This is an optimization exercise on Yosys and OpenROAD, whose aim is small area, not a production implementation.
Only simulation tests tie the RTL to the original design; equivalence was not proved.
No activity file was given, so power comes from the tool's default toggle rates.

==> flow/design.v <==
`timescale 1ns / 1ps
module clk_divider(
    input clk_in,
    input rst,
    input [2:0] hit,
    output tick
    );
reg [8:0] cnt;
reg half;
reg [8:0] limit;
always @(*) begin
    case (hit)
        3'd0: limit = 9'd400;
        3'd1: limit = 9'd360;
        3'd2: limit = 9'd320;
        3'd3: limit = 9'd280;
        3'd4: limit = 9'd240;
        3'd5: limit = 9'd200;
        3'd6: limit = 9'd160;
        default: limit = 9'd120;
    endcase
end
wire wrap = (cnt == limit);
assign tick = wrap && !half;
always @(posedge clk_in or posedge rst) begin
    if (rst) begin
        cnt <= 0;
        half <= 0;
    end
    else if (wrap) begin
        cnt <= 0;
        half <= ~half;
    end
    else
        cnt <= cnt + 1'b1;
end
endmodule
`timescale 1ns / 1ps
module debouncer1(
    input clk,
    input reset,
    input button_push,
    output clean
    );
    reg [4:0] c;
    assign clean = (c == 5'd20);
    always @(posedge clk) begin
        if (reset || !button_push)
            c <= 0;
        else if (c != 5'd21)
            c <= c + 1'b1;
    end
endmodule
`timescale 1ns / 1ps
module mov_ball(
    input clk,
    input slow_tick,
    input reset,
    input button1,
    input button2,
    input squash_switch,
    output [15:0] led,
    output reg [1:0] player1_score,
    output reg [1:0] player2_score,
    output reg [2:0] hit,
    output reg [2:0] player1_match_score,
    output reg [2:0] player2_match_score
    );
    localparam SERVE = 2'b00, PLAY = 2'b01, UPD1 = 2'b10, UPD2 = 2'b11;
    localparam [9:0] PRESS_WINDOW = 10'd1000;
    reg b1p, b2p;
    reg [9:0] bcnt;
    wire bwin = (bcnt == PRESS_WINDOW);
    wire set1 = button1 && !b1p;
    wire set2 = !set1 && button2 && !b2p;
    always @(posedge clk) begin
        if (reset || bwin) begin
            b1p <= 0;
            b2p <= 0;
            bcnt <= 0;
        end
        else begin
            if (set1) b1p <= 1;
            if (set2) b2p <= 1;
            if (b1p || b2p || set1 || set2)
                bcnt <= bcnt + 1'b1;
        end
    end
    reg [1:0] state;
    reg [3:0] pos;
    reg lit;
    reg dir;
    reg serve1;           
    reg [1:0] pc1, pc2;
    genvar gi;
    generate
        for (gi = 0; gi < 16; gi = gi + 1) begin : g_led
            assign led[gi] = lit && (pos == gi);
        end
    endgenerate
    reg [1:0] n_state;
    reg [3:0] n_pos;
    reg n_lit, n_dir, n_serve1;
    reg [1:0] n_pc1, n_pc2, n_t1s, n_t2s;
    reg [2:0] n_tm1, n_tm2, n_hit;
    reg clr1, clr2, l15, l0;
    always @(*) begin
        n_state = state;
        n_pos = pos;
        n_lit = lit;
        n_dir = dir;
        n_serve1 = serve1;
        n_pc1 = pc1;
        n_pc2 = pc2;
        n_t1s = player1_score;
        n_t2s = player2_score;
        n_tm1 = player1_match_score;
        n_tm2 = player2_match_score;
        n_hit = hit;
        clr1 = 0;
        clr2 = 0;
        l15 = 0;
        l0 = 0;
        if (squash_switch) begin
            n_serve1 = 0;
            if (pc2 == 2'd0) begin
                n_lit = 1;
                n_pos = 4'd0;
                n_pc2 = 2'd1;
                n_dir = 1;
            end
            else begin
                if (b2p && lit && pos == 4'd0) begin
                    n_tm2 = player2_match_score + 1'b1;
                    n_hit = hit + 1'b1;
                    n_dir = ~dir;
                end
                if (!n_dir) begin
                    n_lit = n_lit && (n_pos != 4'd15);
                    n_pos = n_pos + 1'b1;
                end
                if (n_lit && n_pos == 4'd15)
                    n_dir = ~n_dir;
                if (n_dir) begin
                    n_lit = n_lit && (n_pos != 4'd0);
                    n_pos = n_pos - 1'b1;
                end
            end
        end
        else begin
            case (state)
                SERVE: begin
                    n_lit = 1;
                    n_pos = serve1 ? 4'd15 : 4'd0;
                    if (b1p) begin
                        n_dir = 0;
                        n_state = PLAY;
                    end
                    else if (b2p) begin
                        n_dir = 1;
                        n_state = PLAY;
                    end
                    n_pc1 = 0;
                    n_pc2 = 0;
                end
                PLAY: begin
                    if (dir) begin
                        n_lit = lit && (pos != 4'd15);
                        n_pos = pos + 1'b1;
                    end
                    else begin
                        n_lit = lit && (pos != 4'd0);
                        n_pos = pos - 1'b1;
                    end
                    l15 = n_lit && (n_pos == 4'd15);
                    l0 = n_lit && (n_pos == 4'd0);
                    if (l15 && b1p) begin
                        n_dir = ~n_dir;
                        n_hit = n_hit + 1'b1;
                        clr1 = 1;
                    end
                    else if (!l15 && b1p) begin
                        if (pc1 != 2'd3)
                            n_pc1 = pc1 + 1'b1;
                        else begin
                            n_serve1 = 1;
                            n_state = UPD1;
                            clr1 = 1;
                            clr2 = 1;
                        end
                    end
                    else if (l15 && !b1p) begin
                        n_state = UPD1;
                        clr1 = 1;
                        clr2 = 1;
                    end
                    if (l0 && b2p) begin
                        n_dir = ~n_dir;
                        n_state = PLAY;
                        n_hit = n_hit + 1'b1;
                        clr1 = 1;
                        clr2 = 1;
                    end
                    else if (!l0 && b2p) begin
                        if (pc2 != 2'd3) begin
                            n_pc2 = pc2 + 1'b1;
                            n_state = PLAY;
                        end
                        else begin
                            n_serve1 = 0;
                            n_state = UPD2;
                            clr1 = 1;
                            clr2 = 1;
                        end
                    end
                    else if (l0 && !b2p) begin
                        n_state = UPD2;
                        clr1 = 1;
                        clr2 = 1;
                    end
                end
                default: begin   
                    n_pc1 = 0;
                    n_pc2 = 0;
                    if (state == UPD1) begin
                        n_t2s = player2_score + 1'b1;
                        if (n_t2s == 2'd3) begin
                            n_tm2 = player2_match_score + 1'b1;
                            n_t2s = 0;
                            n_t1s = 0;
                        end
                    end
                    else begin
                        n_t1s = player1_score + 1'b1;
                        if (n_t1s == 2'd3) begin
                            n_tm1 = player1_match_score + 1'b1;
                            n_t1s = 0;
                            n_t2s = 0;
                        end
                    end
                    n_state = SERVE;
                    n_serve1 = ~serve1;
                end
            endcase
        end
        if (clr1) n_pc1 = 0;
        if (clr2) n_pc2 = 0;
    end
    always @(posedge clk or posedge reset) begin
        if (reset) begin
            state <= SERVE;
            pos <= 4'd0;
            lit <= 1'b1;
            dir <= 1'b0;
            serve1 <= 1'b0;
            player1_score <= 2'd0;
            player2_score <= 2'd0;
            player1_match_score <= 3'd0;
            player2_match_score <= 3'd0;
            hit <= 3'd0;
            pc1 <= 2'd0;
            pc2 <= 2'd0;
        end
        else if (slow_tick) begin
            state <= n_state;
            pos <= n_pos;
            lit <= n_lit;
            dir <= n_dir;
            serve1 <= n_serve1;
            player1_score <= n_t1s;
            player2_score <= n_t2s;
            player1_match_score <= n_tm1;
            player2_match_score <= n_tm2;
            hit <= n_hit;
            pc1 <= n_pc1;
            pc2 <= n_pc2;
        end
    end
endmodule
`timescale 1ns / 1ps
module SevenSegmentLED(clk,rst,code_in,digit,AN_Out,C_Out);
input clk,rst;
input [3:0] code_in;
output [2:0] digit;
output [7:0] AN_Out;
output reg [6:0] C_Out;
reg [2:0] LEDCounter;
reg [3:0] clkCounter;
reg [3:0] shown;
assign digit = LEDCounter;
wire slow_tick = (clkCounter == 4'd6);
wire [2:0] on = LEDCounter - 1'b1;
wire started = (shown != 4'b1111);
assign AN_Out = started ? ~((8'd1 << on) & 8'b11100111) : 8'h00;
always @(*) begin
    case (shown)
        4'b0000: C_Out = ~7'b0111111;
        4'b0001: C_Out = ~7'b0000110;
        4'b0010: C_Out = ~7'b1011011;
        4'b0011: C_Out = ~7'b1001111;
        4'b0100: C_Out = ~7'b1100110;
        4'b0101: C_Out = ~7'b1101101;
        4'b0110: C_Out = ~7'b1111101;
        4'b0111: C_Out = ~7'b1100111;
        4'b1001: C_Out = ~7'b1110011;
        4'b1111: C_Out = 7'b0000000;
        default: C_Out = 7'b1111111;
    endcase
end
always @(posedge clk or posedge rst)
begin
    if(rst)
    begin
        LEDCounter <= 0;
        shown <= 4'b1111;
    end
    else if(slow_tick)
    begin
        LEDCounter <= LEDCounter + 1'b1;
        shown <= code_in;
    end
end
always @(posedge clk or posedge rst)
begin
    if(rst)
        clkCounter <= 0;
    else if (clkCounter == 4'd10)
        clkCounter <= 0;
    else
        clkCounter <= clkCounter + 1'b1;
end
endmodule
`timescale 1ns / 1ps
module SevenLEDDemo(clk,rst,player1_score, player2_score, player1_match_score, player2_match_score, squash_switch, AN_Out,C_Out);
input clk,rst;
input [1:0] player1_score;
input [1:0] player2_score;
input [2:0] player1_match_score;
input [2:0] player2_match_score;
input squash_switch;
output [7:0] AN_Out;
output [6:0] C_Out;
localparam [3:0] BLANK = 4'b1000, CHAR_P = 4'b1001;
reg [1:0] p1_match_last;
reg [2:0] p2_match_last;
reg [3:0] code;
wire [2:0] digit;
wire banner1 = (player1_match_score == 3'd3);
wire banner2 = (player2_match_score == 3'd3);
wire normal = !squash_switch && !banner1 && !banner2;
wire [1:0] p1_match_now = (normal && !player1_match_score[2]) ?
                          player1_match_score[1:0] : p1_match_last;
wire [2:0] p2_match_now = (squash_switch || (normal && !player2_match_score[2])) ?
                          player2_match_score : p2_match_last;
reg [3:0] n_code;
always @(*) begin
    n_code = BLANK;
    if (squash_switch) begin
        if (digit == 3'd1) n_code = {1'b0, player2_match_score};
    end
    else if (banner1) begin
        if (digit == 3'd6) n_code = CHAR_P;
        else if (digit == 3'd5) n_code = 4'd1;
    end
    else if (banner2) begin
        if (digit == 3'd2) n_code = CHAR_P;
        else if (digit == 3'd1) n_code = 4'd2;
    end
    else begin
        case (digit)
            3'd7: n_code = {2'b00, p1_match_now};
            3'd5: n_code = {2'b00, player1_score};
            3'd2: n_code = {2'b00, player2_score};
            3'd0: n_code = {1'b0, p2_match_now};
            default: n_code = BLANK;
        endcase
    end
end
always @(posedge clk) begin
    code <= n_code;
    if (!rst) begin
        p1_match_last <= p1_match_now;
        p2_match_last <= p2_match_now;
    end
end
SevenSegmentLED SevenSegmentLED(.clk(clk),.rst(rst),.code_in(code),.digit(digit),.AN_Out(AN_Out),.C_Out(C_Out));
endmodule
`timescale 1ns / 1ps
module top_module(clk, reset, led, player1_button, player2_button, squash_switch, AN_Out, C_Out);
    input clk;
    input reset;
    input player1_button;
    input player2_button;
    input squash_switch;
    output wire [15:0] led;
    output [7:0] AN_Out;
    output [6:0] C_Out;
    wire slow_tick;
    wire player1_clean;
    wire player2_clean;
    wire [1:0] player1_score;
    wire [1:0] player2_score;
    wire [2:0] hit;
    wire [2:0] player1_match_score;
    wire [2:0] player2_match_score;
    clk_divider c1(.clk_in(clk), .rst(reset), .hit(hit), .tick(slow_tick));
    mov_ball m1(.clk(clk), .slow_tick(slow_tick), .reset(reset), .button1(player1_clean), .button2(player2_clean),
                .squash_switch(squash_switch), .led(led), .player1_score(player1_score), .player2_score(player2_score),
                .hit(hit), .player1_match_score(player1_match_score), .player2_match_score(player2_match_score));
    debouncer1 d2(.clk(clk), .reset(reset), .button_push(player1_button), .clean(player1_clean));
    debouncer1 d3(.clk(clk), .reset(reset), .button_push(player2_button), .clean(player2_clean));
    SevenLEDDemo s1(.clk(clk), .rst(reset), .player1_score(player1_score), .player2_score(player2_score),
                    .player1_match_score(player1_match_score), .player2_match_score(player2_match_score),
                    .squash_switch(squash_switch), .AN_Out(AN_Out), .C_Out(C_Out));
endmodule
==> flow/config.mk <==
export PLATFORM = sky130hd
export DESIGN_NAME = top_module
export DESIGN_NICKNAME = top_module
export VERILOG_FILES = /design/flow/design.v
export SDC_FILE = /design/flow/constraint.sdc
export NUM_CORES = 4
export LEC_CHECK = 0
export CAP_MARGIN = 20
export CORE_MARGIN = 2
export CORE_UTILIZATION = 40
export SLEW_MARGIN = 20
==> flow/constraint.sdc <==
create_clock -name core_clock -period 10.0 [get_ports {clk}]
set_input_delay 2.0000 -clock core_clock [delete_from_list [all_inputs] [get_ports {clk}]]
set_output_delay 2.0000 -clock core_clock [all_outputs]
set_load 0.01 [all_outputs]
==> flow/run.sh <==
#!/bin/bash
# synth_recipe.tcl (not shown) runs the flow's synth.tcl, then flattens the netlist and writes it again
# the make line also repeats each setting of config.mk as NAME=value (left out here)
make -C /OpenROAD-flow-scripts/flow DESIGN_CONFIG=/design/flow/config.mk WORK_HOME=/design/flow/orfs CLKGATE_MAP_FILE= SYNTH_SCRIPT=/design/flow/synth_recipe.tcl finish
==> out/results.tsv, run 1 <==
stage	metric	value	unit
synth	ys async rst share	60.3	%
sta	Max Clk Rate	234	MHz
sta	Slew headroom	38.3	%
route	drt initial violations	299	
power	Net Sw Power	0.162	mW
synth	Primary FF master, synth	dfrtp_1	
synth	Cell Area, Synth	0.00522	sq mm
grt	pin count of the biggest net entering global routing	55	
power	part of the power in the clock network	46.2	%
power	peak supply drop	0.0000970	V
clocking	clock latency at the later pin of the worst-skew pair	0.34	ns
route	Residual DRC	0	
synth	Post-Synthesis Mean Instance Area	8.55	sq um
worst_setup_path	Critical Path Fanout Max	8	
synth	library cells used by synthesis	69	
layout	n_diodes	0	
clocking	CTS sink cnt	78	
clocking	Post-CTS Setup Bufs	0	
worst_setup_path	worst r2r src	m1.pos[0]	
place	GPL Wtd Cong	0.827	
grt	GRT Util Overall	17.6	%
sta	Period minus WS final	4.28	ns
power	PwrDens	116	mW/mm^2
clocking	post-CTS sizing	0	
sta	max-slew violation count	0	
worst_hold_path	Hold Startpoint	s1.code[2]	
layout	area grow syn2layout	14.9	%
worst_hold_path	Hold Crit Class	register to register	
run_status	outcome	no timing/DRC/antenna violations	
power	Seq pwr share	47.1	%
worst_hold_path	cell count of the worst hold path	2	
sta	Fin. Hold Viols	0	
layout	Final nets	685	
sta	Hold Slack	0.411	ns
worst_setup_path	Critical Path RT	8.00	ns
power	internal power	0.533	mW
place	Port Buffers	35	
worst_setup_path	Critical R2R Capture	m1.pos[2]	
die	Starting Density	41.2	%
sta	unrepaired setup endpoints after global routing	false	
clocking	clk slew on worst S/H paths	0.06	ns
synth	register area share after synthesis	35.5	%
layout	FF/Latch Area	0.00185	sq mm
route	Final ANT Viol Nets	0	
sta	Final period util	42.8	%
clocking	Root Buffer	clkbuf_16	
power	Comb pwr share	6.7	%
die	Die W	118	microns
clocking	cts hold-fix bufs	0	
die	# IOs	36	
grt	antenna violations before repair	0	
synth	Syn Inst Count	611	
layout	highest-count cells in the layout ignoring fill and taps	nor2_1, nand2_1, ha_1	
die	FP Rows	41	
layout	share of cells above drive strength 1	7.02	%
clocking	clock buffer depth	2	
grt	vias in the first global route	4340	
worst_setup_path	r2r setup slk	5.92	ns
clocking	CTS Buf Count	9	
layout	Util after Layout	47.4	%
clocking	CTS tree	done	
route	Total Wirelength	11.6	mm
clocking	H-tree depth	3	
synth	Post-synth EDFFs	5	
synth	YS warnings	5	
layout	most common cell after layout, fill and taps aside	nor2_1	
die	die height	118	microns
route	1st-pass router iterations	5	
synth	syn nets	660	
route	DR vias/cell	5.45	
worst_setup_path	Crit Path Category	register to primary output	
synth	#FFs+latches synth	78	
die	die area	0.0140	sq mm
sta	Slew @ Worst Pin	0.917	ns
worst_setup_path	WP data arrival	2.28	ns
route	WL/cell	14.3	microns
power	Sw Share	23.3	%
layout	multi-input logic area	0.00313	sq mm
layout	fill count	1240	
flow_run	number of max-cap violations	0	
worst_setup_path	Reg2Reg Depth	15	
worst_hold_path	hold endpoint	s1.SevenSegmentLED.shown[2]	
worst_setup_path	CP Capture Type	primary output	
grt	first-pass GRT wire length	20.6	mm
sta	setup_tns	0	ns
grt	final global-route overflow total	0	
die	CORE AREA	0.0127	sq mm
worst_setup_path	Critical Path Start Type	register	
power	Pleak	2.44	nW
place	hpwl dp	8.54	mm
sta	clk_skew	0.00589	ns
sta	final setup violation count	0	
route	via count	4433	
==> state kept, by name, summed over array words and instances, names as in the netlist, 4 cells and up <==
name / cells
m1.bcnt: 10
c1.cnt: 9
d2.c: 5
d3.c: 5
m1.pos: 4
s1.SevenSegmentLED.clkCounter: 4
s1.SevenSegmentLED.shown: 4
s1.code: 4
==> through the flow <==
step,cell area [sq um],worst slack [ns],power [mW],instances
4_1_cts,6000,5.71,0.706,813
2_1_floorplan,5220,6.26,0.363,611
3_3_place_gp,5710,5.83,0.379,797
5_1_grt,6000,5.49,0.728,813
3_5_place_dp,5710,5.88,0.380,797
6_report,6000,5.72,0.695,813
==> layer usage <==
layer	global-route usage [%]	up-vias	share of wire [%]	routed length [microns]
met5	0	-	0	0
met4	6.10	0	1.5	173
met3	3.62	15	3.5	401
met2	29.0	100	49	5680
met1	22.9	2124	46	5350
li1	-	2194	-	-
==> how the worst max path moves through the flow <==
stage | depth (start not counted) | slack (ns) | from | end
global placement | 6 | 5.83 | squash_switch | m1.lit
global route | 15 | 5.49 | m1.pos[0] | m1.pos[2]
CTS | 4 | 5.71 | m1.pos[0] | led[0]
floorplan | 15 | 6.26 | m1.pos[0] | m1.pos[2]
finish | 4 | 5.72 | m1.pos[0] | led[0]
detailed placement | 6 | 5.88 | squash_switch | m1.lit
==> kinds of logic (layout without fill, tap and decap cells) <==
family,count (synthesis),in the layout,share of synthesized area (%)
flops,78,78,35.5
compound gates,125,125,15.3
mux,26,26,5.37
simple gates,234,234,21.7
buf+inv,63,93,4.69
fa+ha+maj,44,44,10.5
xor+xnor,41,41,6.87
==> cell type report <==
class,count,area share (%)
repair buffers,38,6.21
multi-input cells,470,52.1
well taps,172,3.58
inverters,39,2.44
clock buffers,10,3.81
flip-flops and latches,78,30.9
clock inverters,6,1.04
==> power by group through the flow <==
stage                     logic [mW]  registers (mW)  clock network (mW)
after floorplan               0.0327           0.330                   0
after global placement        0.0459           0.333                   0
after detailed placement      0.0468           0.333                   0
after CTS                     0.0472           0.327               0.332
after global routing          0.0526           0.327               0.348
final                         0.0467           0.327               0.321
==> synthesized netlist by cell type (7+ instances only) <==
cell      instances  area (sq um)
xnor2_1          21           184
nand2b_1          9          56.3
nand3_1          24           120
nor2_1           83           312
o31ai_1           7          52.6
dfxtp_1          26           521
nor3_1           12          60.1
dfrtp_1          42          1050
nor2b_1           9          56.3
xor2_1           20           175
ha_1             44           551
mux2i_1          13           130
a21oi_1          38           190
o21ai_0          34           170
clkbuf_1         20          75.1
mux2_2           12           135
nand4_1           8          50.1
nand2_1          48           180
inv_1            38           143
==> critical path, cell delays in order (launching register included) <==
cell and delay, ns:
dfrtp_1 0.46, inv_1 0.18, ha_1 0.21, nor4bb_1 0.46
clkdlybuf4s50_1 0.62
==> run 2, diff against run 1 <==
--- a/flow/design.v
+++ b/flow/design.v
@@ -3,35 +3,38 @@
     input clk_in,
     input rst,
-    input [2:0] hit,
+    input [2:0] hit_next,
     output tick
     );
+localparam [8:0] END = 9'b011100001;
+localparam [8:0] START0 = 9'b111001000;
 reg [8:0] cnt;
 reg half;
-reg [8:0] limit;
+reg [8:0] start;
 always @(*) begin
-    case (hit)
-        3'd0: limit = 9'd400;
-        3'd1: limit = 9'd360;
-        3'd2: limit = 9'd320;
-        3'd3: limit = 9'd280;
-        3'd4: limit = 9'd240;
-        3'd5: limit = 9'd200;
-        3'd6: limit = 9'd160;
-        default: limit = 9'd120;
+    case (hit_next)
+        3'd0: start = 9'b111001000;    
+        3'd1: start = 9'b011000000;    
+        3'd2: start = 9'b101100110;    
+        3'd3: start = 9'b000000010;    
+        3'd4: start = 9'b110000010;    
+        3'd5: start = 9'b010010100;    
+        3'd6: start = 9'b101000100;    
+        3'd7: start = 9'b010101110;    
+        default: start = 9'b0;
     endcase
 end
-wire wrap = (cnt == limit);
+wire wrap = (cnt == END);
 assign tick = wrap && !half;
 always @(posedge clk_in or posedge rst) begin
     if (rst) begin
-        cnt <= 0;
+        cnt <= START0;
         half <= 0;
     end
     else if (wrap) begin
-        cnt <= 0;
+        cnt <= start;
         half <= ~half;
     end
     else
-        cnt <= cnt + 1'b1;
+        cnt <= {cnt[7:0], ~(cnt[8] ^ cnt[4])};
 end
 endmodule
@@ -44,10 +47,11 @@
     );
     reg [4:0] c;
-    assign clean = (c == 5'd20);
+    wire fb = !((c[0] && !c[2] && !c[4]) || (c[2] && c[4]));
+    assign clean = (c == 5'b10111);
     always @(posedge clk) begin
         if (reset || !button_push)
-            c <= 0;
-        else if (c != 5'd21)
-            c <= c + 1'b1;
+            c <= 5'b00000;
+        else
+            c <= {c[3:0], fb};
     end
 endmodule
@@ -64,12 +68,13 @@
     output reg [1:0] player2_score,
     output reg [2:0] hit,
+    output [2:0] hit_next,
     output reg [2:0] player1_match_score,
     output reg [2:0] player2_match_score
     );
     localparam SERVE = 2'b00, PLAY = 2'b01, UPD1 = 2'b10, UPD2 = 2'b11;
-    localparam [9:0] PRESS_WINDOW = 10'd1000;
+    localparam [9:0] WINDOW_END = 10'b0101100100;
     reg b1p, b2p;
     reg [9:0] bcnt;
-    wire bwin = (bcnt == PRESS_WINDOW);
+    wire bwin = (bcnt == WINDOW_END);
     wire set1 = button1 && !b1p;
     wire set2 = !set1 && button2 && !b2p;
@@ -78,12 +83,13 @@
             b1p <= 0;
             b2p <= 0;
-            bcnt <= 0;
         end
         else begin
             if (set1) b1p <= 1;
             if (set2) b2p <= 1;
-            if (b1p || b2p || set1 || set2)
-                bcnt <= bcnt + 1'b1;
         end
+        if (reset || bwin || !(b1p || b2p || button1 || button2))
+            bcnt <= 10'd0;
+        else
+            bcnt <= {bcnt[8:0], ~(bcnt[9] ^ bcnt[6])};
     end
     reg [1:0] state;
@@ -247,4 +253,5 @@
         if (clr2) n_pc2 = 0;
     end
+    assign hit_next = slow_tick ? n_hit : hit;
     always @(posedge clk or posedge reset) begin
         if (reset) begin
@@ -289,5 +296,12 @@
 reg [3:0] shown;
 assign digit = LEDCounter;
-wire slow_tick = (clkCounter == 4'd6);
+wire slow_tick = clkCounter[0] && clkCounter[2] && !clkCounter[3];
+reg cc_fb;
+always @(*) begin
+    case ({clkCounter[3], clkCounter[1], clkCounter[0]})
+        3'b000, 3'b011, 3'b101: cc_fb = 1'b1;
+        default: cc_fb = 1'b0;
+    endcase
+end
 wire [2:0] on = LEDCounter - 1'b1;
 wire started = (shown != 4'b1111);
@@ -325,8 +339,6 @@
     if(rst)
         clkCounter <= 0;
-    else if (clkCounter == 4'd10)
-        clkCounter <= 0;
     else
-        clkCounter <= clkCounter + 1'b1;
+        clkCounter <= {clkCounter[2:0], cc_fb};
 end
 endmodule
@@ -402,10 +414,11 @@
     wire [1:0] player2_score;
     wire [2:0] hit;
+    wire [2:0] hit_next;
     wire [2:0] player1_match_score;
     wire [2:0] player2_match_score;
-    clk_divider c1(.clk_in(clk), .rst(reset), .hit(hit), .tick(slow_tick));
+    clk_divider c1(.clk_in(clk), .rst(reset), .hit_next(hit_next), .tick(slow_tick));
     mov_ball m1(.clk(clk), .slow_tick(slow_tick), .reset(reset), .button1(player1_clean), .button2(player2_clean),
                 .squash_switch(squash_switch), .led(led), .player1_score(player1_score), .player2_score(player2_score),
-                .hit(hit), .player1_match_score(player1_match_score), .player2_match_score(player2_match_score));
+                .hit(hit), .hit_next(hit_next), .player1_match_score(player1_match_score), .player2_match_score(player2_match_score));
     debouncer1 d2(.clk(clk), .reset(reset), .button_push(player1_button), .clean(player1_clean));
     debouncer1 d3(.clk(clk), .reset(reset), .button_push(player2_button), .clean(player2_clean));
--- a/flow/config.mk
+++ b/flow/config.mk
@@ -9,3 +9,6 @@
 export CORE_MARGIN = 2
 export CORE_UTILIZATION = 40
+export CTS_BUF_LIST = sky130_fd_sc_hd__clkbuf_8
+export CTS_CLUSTER_DIAMETER = 100
+export CTS_CLUSTER_SIZE = 40
 export SLEW_MARGIN = 20
==> run 2 against run 1 <==
Sequential power increased by 19%. Sequential share of layout area increased by 3.1 points. Register-to-register slack got worse by 0.20 ns. Utilization decreased by 1.7 points. Worst hold slack got worse by 0.031 ns. Still clean. First-iteration DRC count decreased by 34%. Non-clock buffer count decreased by 1. Synthesized cell count decreased by 13%. Flip-flop and latch count unchanged. Global-route usage decreased by 0.71 points. Highest routed layer unchanged. Total power increased by 4.7%. Critical path depth increased by 6.
==> out/results.tsv, run 2 <==
stage	metric	value	unit
layout	n_diodes	0	
clocking	H-tree depth	3	
route	drt initial violations	198	
route	WL/cell	14.8	microns
synth	Primary FF master, synth	dfrtp_1	
synth	YS warnings	5	
clocking	cts hold-fix bufs	0	
worst_setup_path	slowest stage delay, CP	0.51	ns
worst_setup_path	Critical Path RT	10.24	ns
worst_setup_path	Critical R2R Capture	c1.cnt[8]	
worst_hold_path	cell count of the worst hold path	0	
layout	fill count	1157	
layout	Largest register FFs	10	
worst_setup_path	Buf/Inv on CP	4	
die	Die W	114	microns
power	PwrDens	133	mW/mm^2
synth	cell accounting for the most synthesized area	dfrtp_1	
layout	area grow syn2layout	12.1	%
clocking	CTS tree	done	
clocking	CTS sink cnt	78	
worst_setup_path	CP Capture Type	register	
grt	pin count of the biggest net entering global routing	54	
worst_setup_path	Critical Path Fanout Max	28	
die	Starting Density	40.8	%
flow_run	number of max-cap violations	0	
worst_setup_path	cell repeated most along the worst path	inv_1	
die	# IOs	36	
route	1st-pass router iterations	4	
synth	ys async rst share	60.3	%
synth	#FFs+latches synth	78	
run_status	outcome	no timing/DRC/antenna violations	
clocking	clock latency at the later pin of the worst-skew pair	0.37	ns
worst_setup_path	CP delay by family, top	buffers and inverters	
die	FP Rows	40	
synth	top cell type's share of synthesized area	19.5	%
sta	clk_skew	0.0167	ns
worst_setup_path	CP Cell Sequence	clkdlybuf4s50_1 -> buf_4 -> inv_1 -> a21boi_0 -> o221ai_1 -> a21oi_1 -> inv_1 -> ha_1 -> mux2i_1 -> a21boi_1	
synth	library cells used by synthesis	74	
synth	syn nets	570	
worst_setup_path	Worst path slowest cell	a21oi_1	
sta	unrepaired setup endpoints after global routing	false	
worst_setup_path	Reg2Reg Depth	13	
synth	most common cell in the netlist	nand2_1	
worst_setup_path	Crit Path Category	input port to register	
sta	setup_tns	0	ns
place	Port Buffers	35	
worst_hold_path	Hold Crit Class	register to register	
clocking	Root Buffer	clkbuf_8	
grt	final global-route overflow total	0	
sta	Slew headroom	54.8	%
die	die height	114	microns
power	Power, Total	0.727	mW
clocking	CTS Buf Count	9	
route	via count	3882	
worst_setup_path	r2r setup slk	5.72	ns
synth	Cell Area, Synth	0.00488	sq mm
synth	Post-synth EDFFs	5	
worst_setup_path	WP data arrival	4.58	ns
place	GPL Wtd Cong	0.869	
sta	max-slew violation count	0	
sta	final setup violation count	0	
sta	Max Clk Rate	230	MHz
route	Final ANT Viol Nets	0	
layout	Final nets	589	
sta	Fin. Hold Viols	0	
synth	register area share after synthesis	38.1	%
layout	Util after Layout	45.7	%
die	die area	0.0131	sq mm
grt	GRT Util Overall	16.9	%
place	hpwl dp	7.60	mm
layout	Biggest register	m1.bcnt	
synth	Post-Synthesis Mean Instance Area	9.20	sq um
sta	Slew @ Worst Pin	0.678	ns
worst_setup_path	Critical Path Start Type	input port	
grt	first-pass GRT wire length	17.9	mm
worst_setup_path	worst r2r src	m1.pos[0]	
die	CORE AREA	0.0120	sq mm
worst_hold_path	hold endpoint	s1.SevenSegmentLED.clkCounter[3]	
layout	highest-count cells in the layout ignoring fill and taps	nand2_1, nor2_1, dfrtp_1	
layout	share of cells above drive strength 1	10.5	%
sta	Final period util	43.4	%
clocking	post-CTS sizing	0	
power	peak supply drop	0.0000635	V
synth	synth top area cells	dfrtp_1, dfxtp_1, ha_1, dfstp_2, mux2_2	
synth	top post-synthesis cells by count	nand2_1, nor2_1, dfrtp_1	
grt	vias in the first global route	3706	
layout	most common cell after layout, fill and taps aside	nand2_1	
clocking	clock buffer depth	2	
power	Pleak	2.24	nW
route	Residual DRC	0	
sta	Hold Slack	0.381	ns
route	Total Wirelength	10.4	mm
route	DR vias/cell	5.54	
worst_hold_path	Hold Startpoint	s1.SevenSegmentLED.clkCounter[2]	
grt	antenna violations before repair	0	
layout	Top Registers	m1.bcnt: 10 flops, c1.cnt: 9 flops	
synth	Syn Inst Count	530	
clocking	clk slew on worst S/H paths	0.08	ns
clocking	Post-CTS Setup Bufs	0	
sta	Period minus WS final	4.34	ns
## run 2: cell types whose count changed after synthesis, sizes merged, moves of 12 or more
cell   change
nor2      -44
and2      +16
nand3     -15
and3      +12
xor2      -12
## run 2: routing by layer
metal | part of all wire [%] | GRT usage, % | up-vias
met1 | 47 | 22.2 | 1877
met2 | 47 | 28.3 | 80
met5 | 0 | 0 | -
met4 | 1.3 | 5.37 | 0
li1 | - | - | 1914
met3 | 4.2 | 3.02 | 11
## run 2: through the flow
step | instances | worst slack (ns) | instance area (sq um)
2_1_floorplan | 530 | 6.00 | 4880
3_3_place_gp | 685 | 5.43 | 5300
3_5_place_dp | 685 | 5.33 | 5300
4_1_cts | 701 | 5.67 | 5470
5_1_grt | 701 | 5.40 | 5470
6_report | 701 | 5.66 | 5470
## run 2: power breakdown
part | leakage [nW] | switching [mW] | internal [mW]
Clock | 0.0956 | 0.124 | 0.0908
Sequential | 0.834 | 0.0354 | 0.353
Combinational | 1.31 | 0.0684 | 0.0563
## run 2: final cells by class
type	instances	area, sq um	area share, %
multi-input combinational	391	2770	50.6
tap	147	184	3.36
clock buffer	9	124	2.27
timing repair buffer	37	365	6.68
inverter	32	120	2.20
sequential	78	1860	34.0
clock inverter	7	47.5	0.870
## run 2: worst register-to-register path: stages, from the launching register on
cell       delay, ns
dfrtp_1         0.57
ha_1            0.49
mux2i_1         0.17
xnor2_1         0.27
and4_1          0.31
ha_1            0.44
xor2_1          0.28
ha_1            0.23
nor4b_1         0.06
o2bb2ai_1       0.14
a211o_1         0.33
nor3_4          0.43
mux2_2          0.38
o21ai_1         0.12
## run 2: cell families after synthesis
logic type	count (synthesis)	share of synthesized area [%]
AOI/OAI and AO/OA	114	15.4
muxes	31	6.88
xor gates and xnor gates	20	3.59
buffers and inverters	61	5.11
and+or+nand+nor	191	21.9
adders and majority gates	35	8.98
DFF	78	38.1
## run 2: how the worst max path moves through the flow
stage	start	end	slack (ns)	cells after the start
floorplan	squash_switch	c1.cnt[8]	6.00	10
global placement	squash_switch	c1.cnt[8]	5.43	11
detailed placement	squash_switch	c1.cnt[1]	5.33	10
CTS	m1.pos[0]	led[0]	5.67	4
global route	m1.pos[2]	c1.cnt[8]	5.40	13
finish	squash_switch	c1.cnt[1]	5.66	10
==> run 3, diff against run 2 <==
==> flow/flow/run.sh (new file) <==
#!/bin/bash
# Own layout flow: the standard synthesis, then the combinational logic
# of its netlist re-mapped for area with ABC (every flip-flop instance is
# kept as it is), then the standard layout steps with smaller port buffers
# and a clock tree without dummy loads. Each tool's output goes to a log
# file of its own in the work folder.
set -euo pipefail
W=$PWD
R=$W/orfs/results/$FLOW_PLATFORM/top_module/base
LIB=$FLOW_HOME/platforms/$FLOW_PLATFORM/lib/sky130_fd_sc_hd__tt_025C_1v80.lib

# 1. standard synthesis (the standard flow's own script, unchanged)
bash standard.sh "$R/1_2_yosys.v" > "$W/std_synth.log" 2>&1
cp "$R/1_2_yosys.v" "$W/std_synth.v"

# 2. re-map the combinational logic
LIB="$LIB" IN="$W/std_synth.v" OUT="$W/resynth.v" ABCSCRIPT="$W/flow/area.abc" \
  DONT_USE="$(cat "$W/flow/dont_use.txt")" \
  yosys -c "$W/flow/resynth.tcl" > "$W/resynth.log" 2>&1
cp "$W/resynth.v" "$R/1_2_yosys.v"
touch "$R/1_2_yosys.v"

# 3. the rest of the standard flow
export BUFFER_PORTS_ARGS="-buffer_cell sky130_fd_sc_hd__buf_1"
export CTS_ARGS="$(cat "$W/flow/cts_args.txt")"
bash standard.sh > "$W/layout.log" 2>&1
==> flow/flow/area.abc (new file) <==
strash
&get -n
&deepsyn -T 60
&put
dch -f
&get -n
&nf -R 1000
&put
topo
==> flow/flow/cts_args.txt (new file) <==
-sink_clustering_enable -repair_clock_nets -buf_list sky130_fd_sc_hd__clkbuf_8 -sink_clustering_size 40 -sink_clustering_max_diameter 100 -dont_use_dummy_load
==> flow/flow/dont_use.txt (new file) <==
sky130_fd_sc_hd__probe_p_8 sky130_fd_sc_hd__probec_p_8 sky130_fd_sc_hd__lpflow_bleeder_1 sky130_fd_sc_hd__lpflow_clkbufkapwr_1 sky130_fd_sc_hd__lpflow_clkbufkapwr_16 sky130_fd_sc_hd__lpflow_clkbufkapwr_2 sky130_fd_sc_hd__lpflow_clkbufkapwr_4 sky130_fd_sc_hd__lpflow_clkbufkapwr_8 sky130_fd_sc_hd__lpflow_clkinvkapwr_1 sky130_fd_sc_hd__lpflow_clkinvkapwr_16 sky130_fd_sc_hd__lpflow_clkinvkapwr_2 sky130_fd_sc_hd__lpflow_clkinvkapwr_4 sky130_fd_sc_hd__lpflow_clkinvkapwr_8 sky130_fd_sc_hd__lpflow_decapkapwr_12 sky130_fd_sc_hd__lpflow_decapkapwr_3 sky130_fd_sc_hd__lpflow_decapkapwr_4 sky130_fd_sc_hd__lpflow_decapkapwr_6 sky130_fd_sc_hd__lpflow_decapkapwr_8 sky130_fd_sc_hd__lpflow_inputiso0n_1 sky130_fd_sc_hd__lpflow_inputiso0p_1 sky130_fd_sc_hd__lpflow_inputiso1n_1 sky130_fd_sc_hd__lpflow_inputiso1p_1 sky130_fd_sc_hd__lpflow_inputisolatch_1 sky130_fd_sc_hd__lpflow_isobufsrc_1 sky130_fd_sc_hd__lpflow_isobufsrc_16 sky130_fd_sc_hd__lpflow_isobufsrc_2 sky130_fd_sc_hd__lpflow_isobufsrc_4 sky130_fd_sc_hd__lpflow_isobufsrc_8 sky130_fd_sc_hd__lpflow_isobufsrckapwr_16 sky130_fd_sc_hd__lpflow_lsbuf_lh_hl_isowell_tap_1 sky130_fd_sc_hd__lpflow_lsbuf_lh_hl_isowell_tap_2 sky130_fd_sc_hd__lpflow_lsbuf_lh_hl_isowell_tap_4 sky130_fd_sc_hd__lpflow_lsbuf_lh_isowell_4 sky130_fd_sc_hd__lpflow_lsbuf_lh_isowell_tap_1 sky130_fd_sc_hd__lpflow_lsbuf_lh_isowell_tap_2 sky130_fd_sc_hd__lpflow_lsbuf_lh_isowell_tap_4 
==> flow/flow/resynth.tcl (new file) <==
# Re-map the combinational cells of a synthesized netlist with ABC. The
# flip-flop (and tie) cells stay black boxes, so every register instance
# keeps its name and cell type.
set lib $::env(LIB)
set dont {}
foreach c $::env(DONT_USE) { lappend dont -dont_use $c }
yosys read_liberty -ignore_miss_func $lib
yosys blackbox =sky130_fd_sc_hd__df* =sky130_fd_sc_hd__edf* =sky130_fd_sc_hd__sdf* =sky130_fd_sc_hd__dl* =sky130_fd_sc_hd__conb_1
yosys read_verilog $::env(IN)
yosys hierarchy -top top_module
yosys flatten
yosys opt_clean -purge
yosys tee -o $::env(OUT).before.stat stat
yosys abc -liberty $lib {*}$dont -script $::env(ABCSCRIPT)
yosys opt_clean -purge
yosys hilomap -singleton -hicell sky130_fd_sc_hd__conb_1 HI -locell sky130_fd_sc_hd__conb_1 LO
yosys splitnets
yosys opt_clean -purge
yosys insbuf -buf sky130_fd_sc_hd__buf_1 A X
yosys tee -o $::env(OUT).stat stat -liberty $lib
yosys write_verilog -noattr -nohex -nodec $::env(OUT)
==> flow/standard.sh (new file) <==
#!/bin/bash
# synth_recipe.tcl (not shown) runs the flow's synth.tcl, then flattens the netlist and writes it again
# the make line also repeats each setting of config.mk as NAME=value (left out here)
make -C /OpenROAD-flow-scripts/flow DESIGN_CONFIG=/design/flow/config.mk WORK_HOME=/design/flow/orfs CLKGATE_MAP_FILE= SYNTH_SCRIPT=/design/flow/synth_recipe.tcl "${@:-finish}"
--- a/flow/config.mk
+++ b/flow/config.mk
@@ -9,6 +9,3 @@
 export CORE_MARGIN = 2
 export CORE_UTILIZATION = 40
-export CTS_BUF_LIST = sky130_fd_sc_hd__clkbuf_8
-export CTS_CLUSTER_DIAMETER = 100
-export CTS_CLUSTER_SIZE = 40
 export SLEW_MARGIN = 20
removed: flow/run.sh
==> run 3 against run 2 <==
Non-clock buffer count down 1. Fmax down 5.8%. Sequential share of layout area up 13 points. Critical endpoint is now c1.cnt[3]. Global-route usage down 1.7 points. Clock power down 17%. Critical path depth unchanged. First-iteration DRC count down 46%.
==> out/results.tsv, run 3 <==
stage	metric	value	unit
worst_hold_path	cell count of the worst hold path	0	
route	Final ANT Viol Nets	0	
worst_setup_path	r2r setup slk	6.31	ns
flow_run	number of max-cap violations	0	
layout	highest-count cells in the layout ignoring fill and taps	nor2_1, nand2_1, dfrtp_1	
power	peak supply drop	0.0000717	V
clocking	Root Buffer	clkbuf_8	
clocking	H-tree depth	3	
place	Port Buffers	35	
route	WL/cell	12.9	microns
synth	YS warnings	5	
route	via count	2863	
worst_setup_path	Critical Path RT	10.26	ns
worst_hold_path	Hold Crit Class	register to register	
worst_setup_path	Crit Path Category	input port to register	
route	DR vias/cell	5.30	
layout	final cell count without fillers	540	
worst_setup_path	CP Capture Type	register	
worst_setup_path	Critical Path Start Type	input port	
layout	area grow syn2layout	11.0	%
synth	Cell Area, Synth	0.00358	sq mm
grt	vias in the first global route	2686	
die	Starting Density	41.1	%
die	# IOs	36	
layout	Biggest register	m1.bcnt	
clocking	cts hold-fix bufs	0	
worst_setup_path	slowest stage delay, CP	0.62	ns
route	1st-pass router iterations	5	
sta	Final period util	46.1	%
grt	first-pass GRT wire length	12.2	mm
worst_setup_path	Reg2Reg Depth	14	
die	die height	98.6	microns
worst_setup_path	cell repeated most along the worst path	nor2_1	
worst_setup_path	CP delay by family, top	simple AND/OR/NAND/NOR gates	
clocking	CTS sink cnt	78	
worst_hold_path	Hold Startpoint	s1.SevenSegmentLED.clkCounter[0]	
synth	syn nets	393	
worst_setup_path	Critical R2R Capture	c1.cnt[5]	
worst_setup_path	Critical Path Fanout Max	21	
clocking	CTS Buf Count	9	
synth	Syn Inst Count	388	
die	FP Rows	34	
layout	n_diodes	0	
sta	Fin. Hold Viols	0	
die	Die W	98.6	microns
route	Residual DRC	0	
worst_setup_path	CP Cell Sequence	buf_1 -> nor2_1 -> and2_0 -> nor2_1 -> nand4_1 -> clkinv_1 -> nor2_1 -> nand3_1 -> nand2_1 -> a221o_1	
clocking	clock buffer depth	2	
power	Pleak	1.55	nW
worst_setup_path	Levels on crit path	10	
sta	Slew headroom	43.6	%
worst_setup_path	worst r2r src	c1.cnt[1]	
clocking	Post-CTS Setup Bufs	0	
route	drt initial violations	106	
sta	Slew @ Worst Pin	0.847	ns
power	PwrDens	129	mW/mm^2
sta	unrepaired setup endpoints after global routing	false	
worst_setup_path	Worst path slowest cell	buf_1	
grt	GRT Util Overall	15.3	%
layout	most common cell after layout, fill and taps aside	nor2_1	
clocking	clock latency at the later pin of the worst-skew pair	0.35	ns
sta	Period minus WS final	4.61	ns
grt	final global-route overflow total	0	
clocking	post-CTS sizing	0	
grt	antenna violations before repair	0	
die	CORE AREA	0.00872	sq mm
power	Power, Total	0.513	mW
worst_setup_path	WP data arrival	4.87	ns
sta	max-slew violation count	0	
synth	Post-Synthesis Mean Instance Area	9.23	sq um
place	hpwl dp	5.02	mm
sta	final setup violation count	0	
layout	Final nets	439	
clocking	CTS tree	done	
sta	setup_tns	0	ns
layout	Largest register FFs	10	
route	Total Wirelength	6.97	mm
place	placed insts	531	
place	GPL Wtd Cong	0.837	
sta	clk_skew	0.0255	ns
run_status	outcome	no timing/DRC/antenna violations	
worst_hold_path	hold endpoint	s1.SevenSegmentLED.clkCounter[1]	
clocking	clk slew on worst S/H paths	0.07	ns
layout	Top Registers	m1.bcnt: 10 flops, c1.cnt: 9 flops	
die	die area	0.00973	sq mm
layout	share of cells above drive strength 1	4.63	%
worst_setup_path	Buf/Inv on CP	2	
sta	Max Clk Rate	217	MHz
grt	pin count of the biggest net entering global routing	53	
-- run 3: final cells by class --
type	count	area (sq um)
Clock buffer	9	124
Timing Repair Buffer	36	139
Multi-Input combinational cell	292	1660
Fill cell	843	4740
Tap cell	108	135
Sequential cell	78	1860
Inverter	17	63.8
-- run 3: worst max path at each step --
stage,start,endpoint,slack (ns)
3_5_place_dp,squash_switch,c1.cnt[3],5.06
4_1_cts,squash_switch,c1.cnt[5],5.43
5_1_grt,squash_switch,c1.cnt[5],5.01
2_1_floorplan,s1.SevenSegmentLED.shown[0],C_Out[3],6.22
6_report,squash_switch,c1.cnt[3],5.39
3_3_place_gp,squash_switch,c1.cnt[3],5.16
-- run 3: per-layer routing --
metal  share of wire (%)  GRT usage [%]  up-vias
li1                    -              -     1445
met1                  51           21.7     1354
met2                  44           22.7       58
met3                 3.8           3.62        6
met4                0.87           5.80        0
met5                   0              0        -
-- run 3: stage by stage --
step           hold WS, ns  utilization (%)  cell area, sq um  setup slack (ns)
6_report             0.380             45.6              3980              5.39
5_1_grt              0.412             45.6              3980              5.01
4_1_cts              0.383             45.6              3980              5.43
3_5_place_dp         0.369             44.2              3850              5.06
3_3_place_gp         0.367             44.2              3850              5.16
2_1_floorplan        0.361                -              3580              6.22
-- run 3: power by group --
group          switching (mW)  leakage [nW]  internal (mW)
clock                  0.0988        0.0647         0.0805
sequential            0.00113         0.836          0.319
combinational         0.00971         0.650        0.00369
total                   0.110          1.55          0.403
==> run 4, diff against run 3 <==
--- a/flow/design.v
+++ b/flow/design.v
@@ -12,5 +12,5 @@
 reg [8:0] start;
 always @(*) begin
-    case (hit_next)
+    case (hsel)
         3'd0: start = 9'b111001000;    
         3'd1: start = 9'b011000000;    
@@ -26,13 +26,10 @@
 wire wrap = (cnt == END);
 assign tick = wrap && !half;
-always @(posedge clk_in or posedge rst) begin
-    if (rst) begin
-        cnt <= START0;
-        half <= 0;
-    end
-    else if (wrap) begin
+wire [2:0] hsel = rst ? 3'd0 : hit_next;
+wire load = wrap || rst;
+always @(posedge clk_in) begin
+    half <= !rst && (half ^ wrap);
+    if (load)
         cnt <= start;
-        half <= ~half;
-    end
     else
         cnt <= {cnt[7:0], ~(cnt[8] ^ cnt[4])};
@@ -256,7 +253,15 @@
     always @(posedge clk or posedge reset) begin
         if (reset) begin
-            state <= SERVE;
             pos <= 4'd0;
             lit <= 1'b1;
+        end
+        else if (slow_tick) begin
+            pos <= n_pos;
+            lit <= n_lit;
+        end
+    end
+    always @(posedge clk) begin
+        if (reset) begin
+            state <= SERVE;
             dir <= 1'b0;
             serve1 <= 1'b0;
@@ -271,6 +276,4 @@
         else if (slow_tick) begin
             state <= n_state;
-            pos <= n_pos;
-            lit <= n_lit;
             dir <= n_dir;
             serve1 <= n_serve1;
@@ -335,5 +338,5 @@
     end
 end
-always @(posedge clk or posedge rst)
+always @(posedge clk)
 begin
     if(rst)
==> flow/flow/cts_args.txt (replaced) <==
-sink_clustering_enable -repair_clock_nets -buf_list sky130_fd_sc_hd__clkbuf_16 -sink_clustering_size 80 -sink_clustering_max_diameter 500 -dont_use_dummy_load
==> run 4 against run 3 <==
Synthesized cell count is 4.1% higher. Global-route usage is 0.40 points higher. Sequential power is 11% higher. Fmax fell by 4.1%. First-iteration DRC count increased by 9.4%. Total power is 44% higher. Via count up 1.9%. Die area shrank 3.7%. Synthesized area down 3.8%. Flip-flop and latch count stayed put. Clock-buffer cell count unchanged.
==> out/results.tsv, run 4 <==
stage	metric	value	unit
run_status	outcome	no timing/DRC/antenna violations	
clocking	CTS tree	done	
route	drt initial violations	116	
layout	Top Registers	m1.bcnt: 10 flops, c1.cnt: 9 flops	
clocking	clock buffer depth	2	
sta	worst setup margin	5.19	ns
place	placed insts	544	
clocking	clock latency at the later pin of the worst-skew pair	0.33	ns
power	PwrDens	187	mW/mm^2
layout	most common cell after layout, fill and taps aside	nor2_1	
synth	Syn Inst Count	404	
power	Pleak	1.43	nW
die	CORE AREA	0.00830	sq mm
sta	Slew @ Worst Pin	0.761	ns
layout	final cell count without fillers	553	
route	Residual DRC	0	
grt	pin count of the biggest net entering global routing	27	
die	die height	96.8	microns
grt	vias in the first global route	2725	
layout	Biggest register	m1.bcnt	
place	Placed Area	0.00371	sq mm
clocking	Post-CTS Setup Bufs	0	
place	GPL Wtd Cong	0.830	
die	FP Rows	33	
sta	unrepaired setup endpoints after global routing	false	
worst_setup_path	worst r2r src	c1.cnt[4]	
grt	GRT Util Overall	15.6	%
worst_setup_path	Reg2Reg Depth	13	
clocking	CTS sink cnt	78	
route	1st-pass router iterations	4	
worst_hold_path	hold endpoint	s1.SevenSegmentLED.shown[3]	
sta	setup_tns	0	ns
worst_setup_path	Critical Path Start Type	input port	
layout	area grow syn2layout	14.3	%
die	Die W	96.8	microns
power	peak supply drop	0.0000781	V
place	pre-CTS setup slack	4.85	ns
layout	highest-count cells in the layout ignoring fill and taps	nor2_1, dfxtp_1, nand2_1	
flow_run	number of max-cap violations	0	
grt	antenna violations before repair	0	
sta	Slew headroom	48.9	%
layout	share of cells above drive strength 1	3.35	%
worst_setup_path	Critical Path RT	10.21	ns
clocking	post-CTS sizing	0	
sta	Hold Slack	0.426	ns
power	Net Sw Power	0.199	mW
place	hpwl dp	5.16	mm
clocking	cts hold-fix bufs	0	
place	Port Buffers	35	
power	Sw Share	27.0	%
worst_setup_path	WP data arrival	5.02	ns
worst_hold_path	Hold Crit Class	register to register	
route	WL/cell	12.8	microns
worst_hold_path	cell count of the worst hold path	2	
route	Final ANT Viol Nets	0	
clocking	H-tree depth	3	
die	Starting Density	41.5	%
layout	n_diodes	0	
sta	Final period util	48.1	%
power	part of the power in the clock network	35.3	%
route	via count	2918	
worst_setup_path	Critical Path Fanout Max	16	
die	die area	0.00937	sq mm
layout	fill count	816	
worst_hold_path	Hold Startpoint	s1.code[3]	
power	internal power	0.538	mW
layout	Post-Layout Inst Area	0.00394	sq mm
sta	clk_skew	0.0177	ns
sta	Period minus WS final	4.81	ns
sta	Fin. Hold Viols	0	
synth	Post-Synthesis Mean Instance Area	8.53	sq um
clocking	Root Buffer	clkbuf_16	
synth	syn nets	409	
power	Comb pwr share	16.5	%
grt	first-pass GRT wire length	12.2	mm
die	# IOs	36	
clocking	CTS Buf Count	9	
worst_setup_path	Critical R2R Capture	c1.cnt[4]	
route	DR vias/cell	5.28	
grt	final global-route overflow total	0	
synth	Cell Area, Synth	0.00345	sq mm
synth	YS warnings	5	
clocking	clk slew on worst S/H paths	0.06	ns
sta	max-slew violation count	0	
worst_setup_path	CP Capture Type	register	
worst_setup_path	Crit Path Category	input port to register	
sta	final setup violation count	0	
route	Total Wirelength	7.06	mm
layout	Largest register FFs	10	
sta	Max Clk Rate	208	MHz
worst_setup_path	r2r setup slk	5.98	ns
layout	Final nets	455	
power	Seq pwr share	48.2	%
[run 4: per-layer routing]
| layer | track usage, % | share of wire (%) | vias up |
|---|---|---|---|
| met4 | 6.39 | 1.4 | 0 |
| met3 | 3.54 | 4.0 | 8 |
| met5 | 0 | 0 | - |
| met2 | 24.9 | 44 | 70 |
| li1 | - | - | 1505 |
| met1 | 20.5 | 50 | 1335 |
[run 4: area by class of cell]
type	count	area, sq um	area share, %
inverters	9	33.8	0.858
well taps	105	131	3.34
flip-flops and latches	78	1680	42.6
multi-input cells	316	1730	43.9
clock buffers	9	225	5.72
repair buffers	36	139	3.53
[run 4: worst max path at each step]
stage | start | slack (ns) | to
finish | squash_switch | 5.19 | c1.cnt[4]
global route | squash_switch | 4.74 | c1.cnt[4]
CTS | squash_switch | 5.18 | c1.cnt[4]
detailed placement | squash_switch | 4.85 | c1.cnt[4]
global placement | squash_switch | 4.96 | c1.cnt[4]
floorplan | squash_switch | 5.94 | c1.cnt[4]
[run 4: per-stage QoR]
step,util (%),total power [mW]
floorplan,-,0.443
global placement,44.7,0.482
detailed placement,44.7,0.483
CTS,47.4,0.746
global route,47.4,0.776
finish,47.4,0.736
[run 4: critical path: stages]
cell	delay, ns
buf_1	0.51
nor2_1	0.24
nand2_1	0.19
nand2_1	0.15
o41a_1	0.47
nor2b_1	0.22
and2_0	0.21
nor2_1	0.05
o21ai_0	0.11
o21ai_0	0.31
o22a_1	0.27
mux2_1	0.28
[run 4: power groups by stage]
stage / clock network [mW] / registers, mW / logic [mW]
5_1_grt: 0.280 / 0.359 / 0.137
3_3_place_gp: 0 / 0.361 / 0.122
4_1_cts: 0.268 / 0.355 / 0.123
2_1_floorplan: 0 / 0.355 / 0.0882
3_5_place_dp: 0 / 0.361 / 0.122
6_report: 0.260 / 0.355 / 0.121
==> run 5, diff against run 4 <==
==> flow/flow/cts_args.txt (replaced) <==
-sink_clustering_enable -repair_clock_nets -buf_list sky130_fd_sc_hd__clkbuf_8 -sink_clustering_size 80 -sink_clustering_max_diameter 500 -dont_use_dummy_load
==> run 5 against run 4 <==
Combinational power about the same. Via count up 0.69%. Register-to-register slack worse by 0.03 ns. Clock power down 33%. Critical endpoint unchanged. Highest routed layer unchanged.
==> out/results.tsv, run 5 <==
stage	metric	value	unit
clocking	cts hold-fix bufs	0	
grt	final global-route overflow total	0	
die	die height	96.8	microns
worst_hold_path	Hold Crit Class	register to register	
die	CORE AREA	0.00830	sq mm
route	1st-pass router iterations	5	
layout	highest-count cells in the layout ignoring fill and taps	nor2_1, dfxtp_1, nand2_1	
worst_setup_path	worst r2r src	c1.cnt[4]	
worst_hold_path	hold endpoint	s1.SevenSegmentLED.shown[3]	
worst_setup_path	CP Capture Type	register	
sta	final setup violation count	0	
sta	clk_skew	0.0251	ns
worst_setup_path	r2r setup slk	5.95	ns
place	GPL Wtd Cong	0.830	
clocking	post-CTS sizing	0	
worst_setup_path	Critical Path Fanout Max	16	
power	Pleak	1.38	nW
sta	Fin. Hold Viols	0	
route	DR vias/cell	5.31	
place	hpwl dp	5.16	mm
layout	Final nets	455	
route	Final ANT Viol Nets	0	
worst_setup_path	Reg2Reg Depth	13	
clocking	H-tree depth	3	
synth	Cell Area, Synth	0.00345	sq mm
die	Die W	96.8	microns
die	die area	0.00937	sq mm
power	PwrDens	169	mW/mm^2
clocking	Post-CTS Setup Bufs	0	
place	Placed Area	0.00371	sq mm
layout	share of cells above drive strength 1	3.35	%
worst_hold_path	Hold Startpoint	s1.code[3]	
sta	Slew headroom	47.9	%
worst_setup_path	Critical R2R Capture	c1.cnt[4]	
grt	vias in the first global route	2718	
layout	Top Registers	m1.bcnt: 10 flops, c1.cnt: 9 flops	
route	drt initial violations	114	
grt	antenna violations before repair	0	
die	FP Rows	33	
layout	most common cell after layout, fill and taps aside	nor2_1	
route	Total Wirelength	7.06	mm
worst_setup_path	Crit Path Category	input port to register	
place	Port Buffers	35	
synth	Syn Inst Count	404	
clocking	clock latency at the later pin of the worst-skew pair	0.34	ns
die	Starting Density	41.5	%
sta	max-slew violation count	0	
clocking	CTS tree	done	
grt	first-pass GRT wire length	12.2	mm
layout	Util after Layout	46.2	%
run_status	outcome	no timing/DRC/antenna violations	
layout	Largest register FFs	10	
flow_run	number of max-cap violations	0	
route	Residual DRC	0	
layout	Biggest register	m1.bcnt	
route	WL/cell	12.8	microns
sta	setup_tns	0	ns
power	peak supply drop	0.0000564	V
layout	Post-Layout Inst Area	0.00384	sq mm
sta	Slew @ Worst Pin	0.777	ns
grt	pin count of the biggest net entering global routing	27	
grt	GRT Util Overall	15.5	%
clocking	CTS sink cnt	78	
synth	Post-Synthesis Mean Instance Area	8.53	sq um
sta	Final period util	48.0	%
sta	Max Clk Rate	208	MHz
layout	area grow syn2layout	11.3	%
clocking	clock buffer depth	2	
worst_setup_path	Critical Path RT	10.23	ns
worst_hold_path	cell count of the worst hold path	2	
clocking	clk slew on worst S/H paths	0.07	ns
synth	syn nets	409	
synth	YS warnings	5	
clocking	Root Buffer	clkbuf_8	
worst_setup_path	Critical Path Start Type	input port	
worst_setup_path	WP data arrival	5.03	ns
clocking	CTS Buf Count	9	
die	# IOs	36	
route	via count	2938	
layout	n_diodes	0	
sta	unrepaired setup endpoints after global routing	false	
sta	Period minus WS final	4.80	ns
-- run 5: final cells by class --
type                            instances  area [sq um]
Sequential cell                        78          1680
Tap cell                              105           131
Fill cell                             834          4460
Inverter                                9          33.8
Clock buffer                            9           124
Multi-Input combinational cell        316          1730
Timing Repair Buffer                   36           139
-- run 5: worst max-delay path by stage --
stage / start / endpoint / slack (ns) / depth (start not counted)
floorplan: squash_switch / c1.cnt[4] / 5.94 / 11
global placement: squash_switch / c1.cnt[4] / 4.96 / 12
detailed placement: squash_switch / c1.cnt[4] / 4.85 / 12
CTS: squash_switch / c1.cnt[4] / 5.21 / 12
global route: squash_switch / c1.cnt[4] / 4.77 / 12
finish: squash_switch / c1.cnt[4] / 5.20 / 12
-- run 5: critical path, cell delays in order --
cell and delay (ns):
buf_1 0.52, nor2_1 0.24, nand2_1 0.20, nand2_1 0.16, o41a_1 0.47, nor2b_1 0.22, and2_0 0.21, nor2_1 0.05
o21ai_0 0.11, o21ai_0 0.30, o22a_1 0.26, mux2_1 0.28
-- run 5: stage by stage --
step	total power, mW	hold WS [ns]	std cells	setup slack [ns]
2_1_floorplan	0.443	0.409	404	5.94
3_3_place_gp	0.482	0.416	544	4.96
3_5_place_dp	0.483	0.422	544	4.85
4_1_cts	0.659	0.431	553	5.21
5_1_grt	0.688	0.458	553	4.77
6_report	0.649	0.428	553	5.20
-- run 5: power breakdown --
group / switching [mW] / total, mW / internal, mW / leakage, nW
logic: 0.0737 / 0.121 / 0.0476 / 0.626
registers: 0.0221 / 0.354 / 0.332 / 0.692
clock network: 0.0930 / 0.173 / 0.0802 / 0.0647
-- run 5: routing by layer --
layer  part of all wire [%]  up-vias  track usage (%)
li1                       -     1508                -
met1                     50     1355             20.5
met2                     44       68             24.9
met3                    4.3        7             3.97
met4                    1.0        0             5.09
met5                      0        -                0
==> run 6, diff against run 5 <==
--- a/flow/design.v
+++ b/flow/design.v
@@ -308,5 +308,5 @@
 end
 wire [2:0] on = LEDCounter - 1'b1;
-wire started = (shown != 4'b1111);
+wire started = (shown != 4'b1010);
 assign AN_Out = started ? ~((8'd1 << on) & 8'b11100111) : 8'h00;
 always @(*) begin
@@ -320,7 +320,8 @@
         4'b0110: C_Out = ~7'b1111101;
         4'b0111: C_Out = ~7'b1100111;
-        4'b1001: C_Out = ~7'b1110011;
-        4'b1111: C_Out = 7'b0000000;
-        default: C_Out = 7'b1111111;
+        4'b1101: C_Out = ~7'b1110011;    
+        4'b1010: C_Out = 7'b0000000;     
+        4'b1001: C_Out = 7'b1111111;     
+        default: C_Out = 7'b1111111;     
     endcase
 end
@@ -330,5 +331,5 @@
     begin
         LEDCounter <= 0;
-        shown <= 4'b1111;
+        shown <= 4'b1010;
     end
     else if(slow_tick)
@@ -356,5 +357,5 @@
 output [7:0] AN_Out;
 output [6:0] C_Out;
-localparam [3:0] BLANK = 4'b1000, CHAR_P = 4'b1001;
+localparam [3:0] BLANK = 4'b1001, CHAR_P = 4'b1101;
 reg [1:0] p1_match_last;
 reg [2:0] p2_match_last;
@@ -364,8 +365,8 @@
 wire banner2 = (player2_match_score == 3'd3);
 wire normal = !squash_switch && !banner1 && !banner2;
-wire [1:0] p1_match_now = (normal && !player1_match_score[2]) ?
-                          player1_match_score[1:0] : p1_match_last;
-wire [2:0] p2_match_now = (squash_switch || (normal && !player2_match_score[2])) ?
-                          player2_match_score : p2_match_last;
+wire take1 = !rst && normal && !player1_match_score[2];
+wire take2 = !rst && (squash_switch || (normal && !player2_match_score[2]));
+wire [1:0] p1_match_now = take1 ? player1_match_score[1:0] : p1_match_last;
+wire [2:0] p2_match_now = take2 ? player2_match_score : p2_match_last;
 reg [3:0] n_code;
 always @(*) begin
@@ -394,8 +395,6 @@
 always @(posedge clk) begin
     code <= n_code;
-    if (!rst) begin
-        p1_match_last <= p1_match_now;
-        p2_match_last <= p2_match_now;
-    end
+    p1_match_last <= (player1_match_score[1:0] & {2{take1}}) | (p1_match_last & {2{!take1}});
+    p2_match_last <= (player2_match_score & {3{take2}}) | (p2_match_last & {3{!take2}});
 end
 SevenSegmentLED SevenSegmentLED(.clk(clk),.rst(rst),.code_in(code),.digit(digit),.AN_Out(AN_Out),.C_Out(C_Out));
--- a/flow/flow/run.sh
+++ b/flow/flow/run.sh
@@ -2,5 +2,6 @@
 # Own layout flow: the standard synthesis, then the combinational logic
 # of its netlist re-mapped for area with ABC (every flip-flop instance is
-# kept as it is), then the standard layout steps with smaller port buffers
+# kept as it is; several ABC seeds run side by side and the smallest
+# netlist is kept), then the standard layout steps with buf_1 port buffers
 # and a clock tree without dummy loads. Each tool's output goes to a log
 # file of its own in the work folder.
@@ -14,9 +15,21 @@
 cp "$R/1_2_yosys.v" "$W/std_synth.v"
 
-# 2. re-map the combinational logic
-LIB="$LIB" IN="$W/std_synth.v" OUT="$W/resynth.v" ABCSCRIPT="$W/flow/area.abc" \
-  DONT_USE="$(cat "$W/flow/dont_use.txt")" \
-  yosys -c "$W/flow/resynth.tcl" > "$W/resynth.log" 2>&1
-cp "$W/resynth.v" "$R/1_2_yosys.v"
+# 2. re-map the combinational logic with a few ABC seeds
+SEEDS="1 2 3"
+for s in $SEEDS; do
+  sed "s/@SEED@/$s/" "$W/flow/area.abc" > "$W/area_$s.abc"
+  LIB="$LIB" IN="$W/std_synth.v" OUT="$W/resynth_$s.v" ABCSCRIPT="$W/area_$s.abc" \
+    DONT_USE="$(cat "$W/flow/dont_use.txt")" \
+    yosys -c "$W/flow/resynth.tcl" > "$W/resynth_$s.log" 2>&1 &
+done
+wait
+best=""; barea=""
+for s in $SEEDS; do
+  a=$(awk '/Chip area/ {print $NF}' "$W/resynth_$s.v.stat")
+  echo "seed $s area $a" >> "$W/resynth_pick.log"
+  if [[ -z "$best" ]] || awk -v a="$a" -v b="$barea" 'BEGIN {exit !(a < b)}'; then best=$s; barea=$a; fi
+done
+echo "picked seed $best ($barea)" >> "$W/resynth_pick.log"
+cp "$W/resynth_$best.v" "$R/1_2_yosys.v"
 touch "$R/1_2_yosys.v"
 
==> flow/flow/area.abc (replaced) <==
strash
&get -n
&deepsyn -T 120 -S @SEED@
&dch -f
&nf -R 1000
&put
topo
==> run 6 against run 5 <==
Clock-buffer cell count unchanged. Total power up 9.3%. Global-route usage rose by 0.33 points. Critical path type is now register to primary output.
==> out/results.tsv, run 6 <==
stage	metric	value	unit
run_status	outcome	no timing/DRC/antenna violations	
power	PwrDens	188	mW/mm^2
route	WL/cell	12.5	microns
clocking	CTS sink cnt	78	
die	Starting Density	41.2	%
grt	GRT Util Overall	15.9	%
clocking	Post-CTS Setup Bufs	0	
clocking	clock buffer depth	2	
clocking	post-CTS sizing	0	
die	# IOs	36	
worst_setup_path	Crit Path Category	register to primary output	
power	Seq pwr share	52.3	%
sta	unrepaired setup endpoints after global routing	false	
layout	FF/Latch Area	0.00163	sq mm
die	Die W	95.8	microns
route	Total Wirelength	6.93	mm
synth	Cell Area, Synth	0.00337	sq mm
synth	YS warnings	5	
place	GPL Wtd Cong	0.879	
grt	vias in the first global route	2436	
layout	Final nets	454	
layout	Util after Layout	46.0	%
place	Port Buffers	35	
place	hpwl dp	5.05	mm
worst_setup_path	Critical Path RT	8.00	ns
clocking	H-tree depth	3	
worst_setup_path	slowest stage delay, CP	0.55	ns
worst_setup_path	Critical Path Fanout Max	10	
sta	setup_tns	0	ns
route	via count	2931	
synth	syn nets	408	
power	Sw Share	32.0	%
power	Pleak	1.37	nW
synth	Syn Inst Count	403	
synth	Post-Synthesis Mean Instance Area	8.37	sq um
power	peak supply drop	0.000103	V
grt	pin count of the biggest net entering global routing	32	
grt	final global-route overflow total	0	
sta	Slew @ Worst Pin	0.698	ns
route	Final ANT Viol Nets	0	
sta	max-slew violation count	0	
layout	most common cell after layout, fill and taps aside	nor2_1	
clocking	cts hold-fix bufs	0	
die	die area	0.00918	sq mm
power	part of the power in the clock network	24.1	%
die	CORE AREA	0.00818	sq mm
layout	share of cells above drive strength 1	2.91	%
worst_setup_path	CP Capture Type	primary output	
layout	fill count	841	
worst_hold_path	Hold Crit Class	register to register	
clocking	clock latency at the later pin of the worst-skew pair	0.33	ns
sta	final setup violation count	0	
layout	Top Registers	m1.bcnt: 10 flops, c1.cnt: 9 flops	
die	FP Rows	33	
power	Net Sw Power	0.227	mW
sta	Max Clk Rate	227	MHz
grt	antenna violations before repair	0	
power	internal power	0.482	mW
sta	clk_skew	0.0164	ns
layout	area grow syn2layout	11.6	%
sta	Hold Slack	0.438	ns
worst_setup_path	r2r setup slk	6.99	ns
sta	Fin. Hold Viols	0	
sta	Slew headroom	53.2	%
route	1st-pass router iterations	4	
route	DR vias/cell	5.31	
layout	highest-count cells in the layout ignoring fill and taps	nor2_1, dfxtp_1, nand2_1	
die	die height	95.8	microns
sta	Final period util	44.0	%
flow_run	number of max-cap violations	0	
worst_setup_path	CP Cell Sequence	clkinv_1 -> nor3_1 -> and2_0 -> nor2_1 -> o21ai_0 -> a31o_1 -> o21ai_0 -> buf_1	
sta	Period minus WS final	4.40	ns
layout	n_diodes	0	
layout	multi-input logic area	0.00167	sq mm
grt	first-pass GRT wire length	11.4	mm
clocking	Root Buffer	clkbuf_8	
clocking	CTS Buf Count	9	
route	drt initial violations	188	
worst_setup_path	Worst path slowest cell	dfstp_2	
power	Comb pwr share	23.7	%
clocking	CTS tree	done	
clocking	clk slew on worst S/H paths	0.07	ns
worst_setup_path	Critical Path Start Type	register	
layout	Biggest register	m1.bcnt	
worst_setup_path	cell repeated most along the worst path	o21ai_0	
layout	Largest register FFs	10	
worst_setup_path	WP data arrival	2.40	ns
route	Residual DRC	0	
[run 6: through the flow]
stage / setup WS (ns) / instances / cell area [sq um] / total power [mW]
floorplan: 6.31 / 403 / 3370 / 0.490
global placement: 5.93 / 543 / 3640 / 0.543
CTS: 5.61 / 552 / 3760 / 0.718
global route: 5.35 / 552 / 3760 / 0.765
finish: 5.60 / 552 / 3760 / 0.709
detailed placement: 5.78 / 543 / 3640 / 0.545
[run 6: path summary, 6_finish.rpt]
path                                        startpoint                          endpoint  cells after the start
hold / removal                              s1.code[1]       s1.SevenSegmentLED.shown[1]                      2
hold reg to reg                             s1.code[1]       s1.SevenSegmentLED.shown[1]                      2
max in group asynchronous                        reset                            m1.lit                      3
setup reg to reg                             c1.cnt[1]         m1.player1_match_score[2]                     10
setup / recovery           s1.SevenSegmentLED.shown[1]                          C_Out[3]                      8
min in group asynchronous                        reset  s1.SevenSegmentLED.LEDCounter[0]                      3
[run 6: power by group through the flow]
stage | sequential (mW) | clock [mW] | combinational [mW]
finish | 0.371 | 0.171 | 0.168
global route | 0.376 | 0.194 | 0.196
CTS | 0.370 | 0.179 | 0.169
detailed placement | 0.377 | 0 | 0.168
global placement | 0.377 | 0 | 0.167
floorplan | 0.369 | 0 | 0.121
[run 6: layout make-up]
class                      count  area share (%)
clock buffer                   9            3.29
inverter                      19            1.90
multi-input combinational    305            44.4
sequential                    78            43.2
tap                          105            3.49
timing repair buffer          36            3.69
[run 6: worst max-delay path, delay by kind of cell, from the launching register on]
| family | cells | cell delay, ns |
|---|---|---|
| simple gates | 3 | 0.92 |
| compound gates | 3 | 0.38 |
| buf+inv | 2 | 0.23 |
| flops | 1 | 0.55 |
[run 6: layer usage]
metal / share of wire, % / GRT usage, %
met3: 5.4 / 3.99
met1: 50 / 22.3
met5: 0 / 0
met2: 44 / 24.0
met4: 0.65 / 4.76

Re-timed with assumed drivers on the ports (clkbuf_16 on the clock, buf_2 on other inputs), run 6 has 5.566 ns of setup slack against 5.597 ns with ideal ports, and 5.753 ns once port delays also move by the mid clock arrival of 0.352 ns.
